Context: an optimization exercise on an open-source flow, tuned for small area, a short achievable clock period and few clock cycles per item. The choices shown serve that exercise and are no tape-out recipe. RTL that was checked went through simulation tests only; none was proved equivalent to the original.

Setup of old:
## MyDesign
module MyDesign #(parameter OUTPUT_LENGTH       = 8,
                  parameter MAX_MESSAGE_LENGTH  = 55,
                  parameter NUMBER_OF_Ks        = 64,
                  parameter NUMBER_OF_Hs        = 8 ,
                  parameter SYMBOL_WIDTH        = 8  )
            (
            output reg                                      dut__xxx__finish     ,
            input  wire                                     xxx__dut__go         ,
            input  wire  [ $clog2(MAX_MESSAGE_LENGTH):0]    xxx__dut__msg_length ,
            output reg  [ $clog2(MAX_MESSAGE_LENGTH)-1:0]   dut__msg__address  ,
            output wire                                     dut__msg__enable   ,
            output wire                                     dut__msg__write    ,
            input  wire [7:0]                               msg__dut__data     ,
            output wire [ $clog2(NUMBER_OF_Ks)-1:0]         dut__kmem__address  ,
            output wire                                     dut__kmem__enable   ,
            output wire                                     dut__kmem__write    ,
            input  wire [31:0]                              kmem__dut__data     ,
            output reg  [ $clog2(NUMBER_OF_Hs)-1:0]         dut__hmem__address  ,
            output wire                                     dut__hmem__enable   ,
            output wire                                     dut__hmem__write    ,
            input  wire [31:0]                              hmem__dut__data     ,
            output reg  [ $clog2(OUTPUT_LENGTH)-1:0]        dut__dom__address  ,
            output reg  [31:0]                              dut__dom__data     ,
            output wire                                     dut__dom__enable   ,
            output wire                                     dut__dom__write    ,
            input  wire                 clk             ,
  ...
For scale: ~4,200 cells after synthesis, about 940 flip-flops, ~140 I/O pins, roughly 0.051 mm² of cells after synthesis.
==> flow/config.mk <==
export PLATFORM = sky130hd
export DESIGN_NAME = MyDesign
export DESIGN_NICKNAME = MyDesign
export VERILOG_FILES = /design/flow/design.v
export SDC_FILE = /design/flow/constraint.sdc
export NUM_CORES = 4
export LEC_CHECK = 0
export CAP_MARGIN = 20
export CORE_MARGIN = 2
export CORE_UTILIZATION = 40
export CTS_CLUSTER_DIAMETER = 100
export CTS_CLUSTER_SIZE = 24
export SETUP_SLACK_MARGIN = 5
export SLEW_MARGIN = 20
==> flow/constraint.sdc <==
create_clock -name core_clock -period 10.0 [get_ports {clk}]
set_input_delay 2.0000 -clock core_clock [delete_from_list [all_inputs] [get_ports {clk}]]
set_output_delay 2.0000 -clock core_clock [all_outputs]
set_load 0.01 [all_outputs]
standard.sh (not shown) runs the stock make flow with config.mk's settings and CLKGATE_MAP_FILE= SYNTH_SCRIPT=/design/flow/synth_recipe.tcl, a recipe that flattens the netlist after the stock synthesis.
==> flow/flow/run.sh <==
#!/bin/bash
bash standard.sh SETUP_SLACK_MARGIN=6 finish > standard.log 2>&1
Both conditions hold for old: the flow ran to the end and the final layout passed the timing, DRC and antenna checks.
Input changes introduced in new (baseline for comparison: old):
-- flow/design.v --
<<< old, line 114
                  | ((q == 4'd15) ? {23'd0, len[5:0], 3'd0} : 32'd0);
wire        p_lt15 = (p[6:4] == 3'd0) & (p[3:0] != 4'd15);
reg  [31:0] sreg;
wire [31:0] ss0 = rotr(wr[2], 7) ^ rotr(wr[2], 18) ^ (wr[2] >> 3);
wire [31:0] ss1 = rotr(wr[14], 17) ^ rotr(wr[14], 19) ^ (wr[14] >> 10);
wire [31:0] u0  = wr[1] ^ wr[10] ^ ss0;
wire [31:0] u1  = ((wr[1] & wr[10]) | (wr[1] & ss0) | (wr[10] & ss0)) << 1;
wire [31:0] snew  = u0 + u1;
wire [31:0] sched = ss1 + sreg;
wire selS = pstep & ~p_lt15;
reg [31:0] wrest;
>>> new, line 114
                  | ((q == 4'd15) ? {23'd0, len[5:0], 3'd0} : 32'd0);
wire        p_lt15 = (p[6:4] == 3'd0) & (p[3:0] != 4'd15);
wire [31:0] ss0 = rotr(wr[1], 7) ^ rotr(wr[1], 18) ^ (wr[1] >> 3);
wire [31:0] ss1 = rotr(wr[14], 17) ^ rotr(wr[14], 19) ^ (wr[14] >> 10);
wire [31:0] u0  = wr[0] ^ wr[9] ^ ss0;
wire [31:0] u1  = ((wr[0] & wr[9]) | (wr[0] & ss0) | (wr[9] & ss0)) << 1;
wire [31:0] v0  = u0 ^ u1 ^ ss1;
wire [31:0] v1  = ((u0 & u1) | (u0 & ss1) | (u1 & ss1)) << 1;
wire [31:0] sched = v0 + v1;
wire selS = pstep & ~p_lt15;
reg [31:0] wrest;
<<< old, line 139
    if (pstep) begin
        for (i = 0; i < 15; i = i + 1) wr[i] <= wr[i+1];
        sreg <= snew;
        kw <= kreg + wr[15];
    end
    wr[15] <= w15n;
end
reg [31:0] A1, A2, A3, e, f, g, h;
reg [31:0] t1, dh;
wire [31:0] S0  = rotr(A1, 2) ^ rotr(A1, 13) ^ rotr(A1, 22);
wire [31:0] S1  = rotr(e, 6) ^ rotr(e, 11) ^ rotr(e, 25);
wire [31:0] ch  = g ^ (e & (f ^ g));
wire [31:0] maj = (A1 & A2) | (A3 & (A1 | A2));
wire [31:0] x0 = dh ^ kw ^ ch;
wire [31:0] x1 = ((dh & kw) | (dh & ch) | (kw & ch)) << 1;
wire [31:0] z0 = x0 ^ x1 ^ S1;
wire [31:0] z1 = ((x0 & x1) | (x0 & S1) | (x1 & S1)) << 1;
wire [31:0] enew = z0 + z1;
wire [31:0] y0 = h ^ kw ^ ch;
wire [31:0] y1 = ((h & kw) | (h & ch) | (kw & ch)) << 1;
wire [31:0] w0 = y0 ^ y1 ^ S1;
wire [31:0] w1 = ((y0 & y1) | (y0 & S1) | (y1 & S1)) << 1;
wire [31:0] t1new = w0 + w1;
wire [31:0] ua = t1 ^ maj ^ S0;
wire [31:0] ub = ((t1 & maj) | (t1 & S0) | (maj & S0)) << 1;
wire [31:0] anew = ua + ub;
wire r0     = (r == 7'd0);
wire ashift = hload | rstep | (busy & (r == 7'd64));
>>> new, line 139
    if (pstep) begin
        for (i = 0; i < 15; i = i + 1) wr[i] <= wr[i+1];
        kw <= kreg + wr[15];
    end
    wr[15] <= w15n;
end
reg [31:0] A1, A2, A3, A4, e, f, g, h;
wire [31:0] S0  = rotr(A1, 2) ^ rotr(A1, 13) ^ rotr(A1, 22);
wire [31:0] S1  = rotr(e, 6) ^ rotr(e, 11) ^ rotr(e, 25);
wire [31:0] ch  = g ^ (e & (f ^ g));
wire [31:0] maj = (A1 & A2) | (A3 & (A1 | A2));
wire [31:0] nA4 = ~A4;
wire [31:0] x0 = A3 ^ h ^ kw;
wire [31:0] x1 = ((A3 & h) | (A3 & kw) | (h & kw)) << 1;
wire [31:0] y0 = x0 ^ x1 ^ ch;
wire [31:0] y1 = ((x0 & x1) | (x0 & ch) | (x1 & ch)) << 1;
wire [31:0] z0 = y0 ^ y1 ^ S1;
wire [31:0] z1 = ((y0 & y1) | (y0 & S1) | (y1 & S1)) << 1;
wire [31:0] enew = z0 + z1;
wire [31:0] ua = e ^ nA4 ^ maj;
wire [31:0] ub = {((e[30:0] & nA4[30:0]) | (e[30:0] & maj[30:0]) | (nA4[30:0] & maj[30:0])), 1'b1};
wire [31:0] va = ua ^ ub ^ S0;
wire [31:0] vb = ((ua & ub) | (ua & S0) | (ub & S0)) << 1;
wire [31:0] anew = va + vb;
wire r0     = (r == 7'd0);
wire ashift = hload | rstep | (busy & (r == 7'd64));
<<< old, line 169
    if (ashift) begin
        A1 <= (hload | r0) ? hmem__dut__data : anew;
        A2 <= A1; A3 <= A2;
    end
    if (eshift) begin
>>> new, line 167
    if (ashift) begin
        A1 <= (hload | r0) ? hmem__dut__data : anew;
        A2 <= A1; A3 <= A2; A4 <= A3;
    end
    if (eshift) begin
<<< old, line 175
        f <= e; g <= f; h <= g;
    end
    if (rstep) t1 <= t1new;
    if (hload | rstep) dh <= A2 + g;
end
reg  [1:0] tsel;                             
>>> new, line 173
        f <= e; g <= f; h <= g;
    end
end
reg  [1:0] tsel;                             
[summary]
new has normalized max-slew margin above what old had. Maximum frequency (higher): old. Looking at clock distribution area overhead in the final layout, new sits 0.26 points below old. Number of distinct library cells after synthesis: new vs old up about 10%. There was hardly any difference in global routing met3 resource utilization between old and new. Comparing new and old, the lower number of synthesized register bits is on new. The share of synthesized cell area in full adder, half adder and majority cells of new is higher than that of old. From old to new the numbers moved as follows: post-detailed-routing wire length fell about 20%; post-layout worst setup margin fell 0.21 ns; share of post-route cells with drive strength above 1 rose 3.1 points; tap cell count fell 9.0%. new against old: starting density of the core essentially unchanged.
Testbench counts of new, summed over its fixed seeds: cycles 17,686, hashes 192.
Only the layout flow was run in old; the RTL was not checked for function there.

==> afterwards: timing with drivers on the ports <==
The results above use ideal ports. As a check the final layouts listed here were re-extracted and re-timed, cells and wires unchanged. Step 1 sets driving cells, clkbuf_16 on the clock port and buf_2 on the other inputs (assumed; they add their load-dependent delay and slew). Step 2 also shifts input and output timing later by t, the mid clock arrival at the registers, as if the neighbouring blocks saw the same clock. a / b / c = no drivers / after step 1 / after step 2; a / b = the first two.
| run | t, ns | slack for setup (ns) | worst data-port slew with drivers (ns) |
|---|---|---|---|
| old | 0.756 | 5.697 / 5.697 / 5.337 | 0.04 |
| new | 0.710 | 5.489 / 5.489 / 5.409 | 0.08 |
After both steps every run listed still meets setup and hold. For old, which loses most, drivers alone change the setup slack by 0.000 ns; drivers and shift together by -0.360 ns.
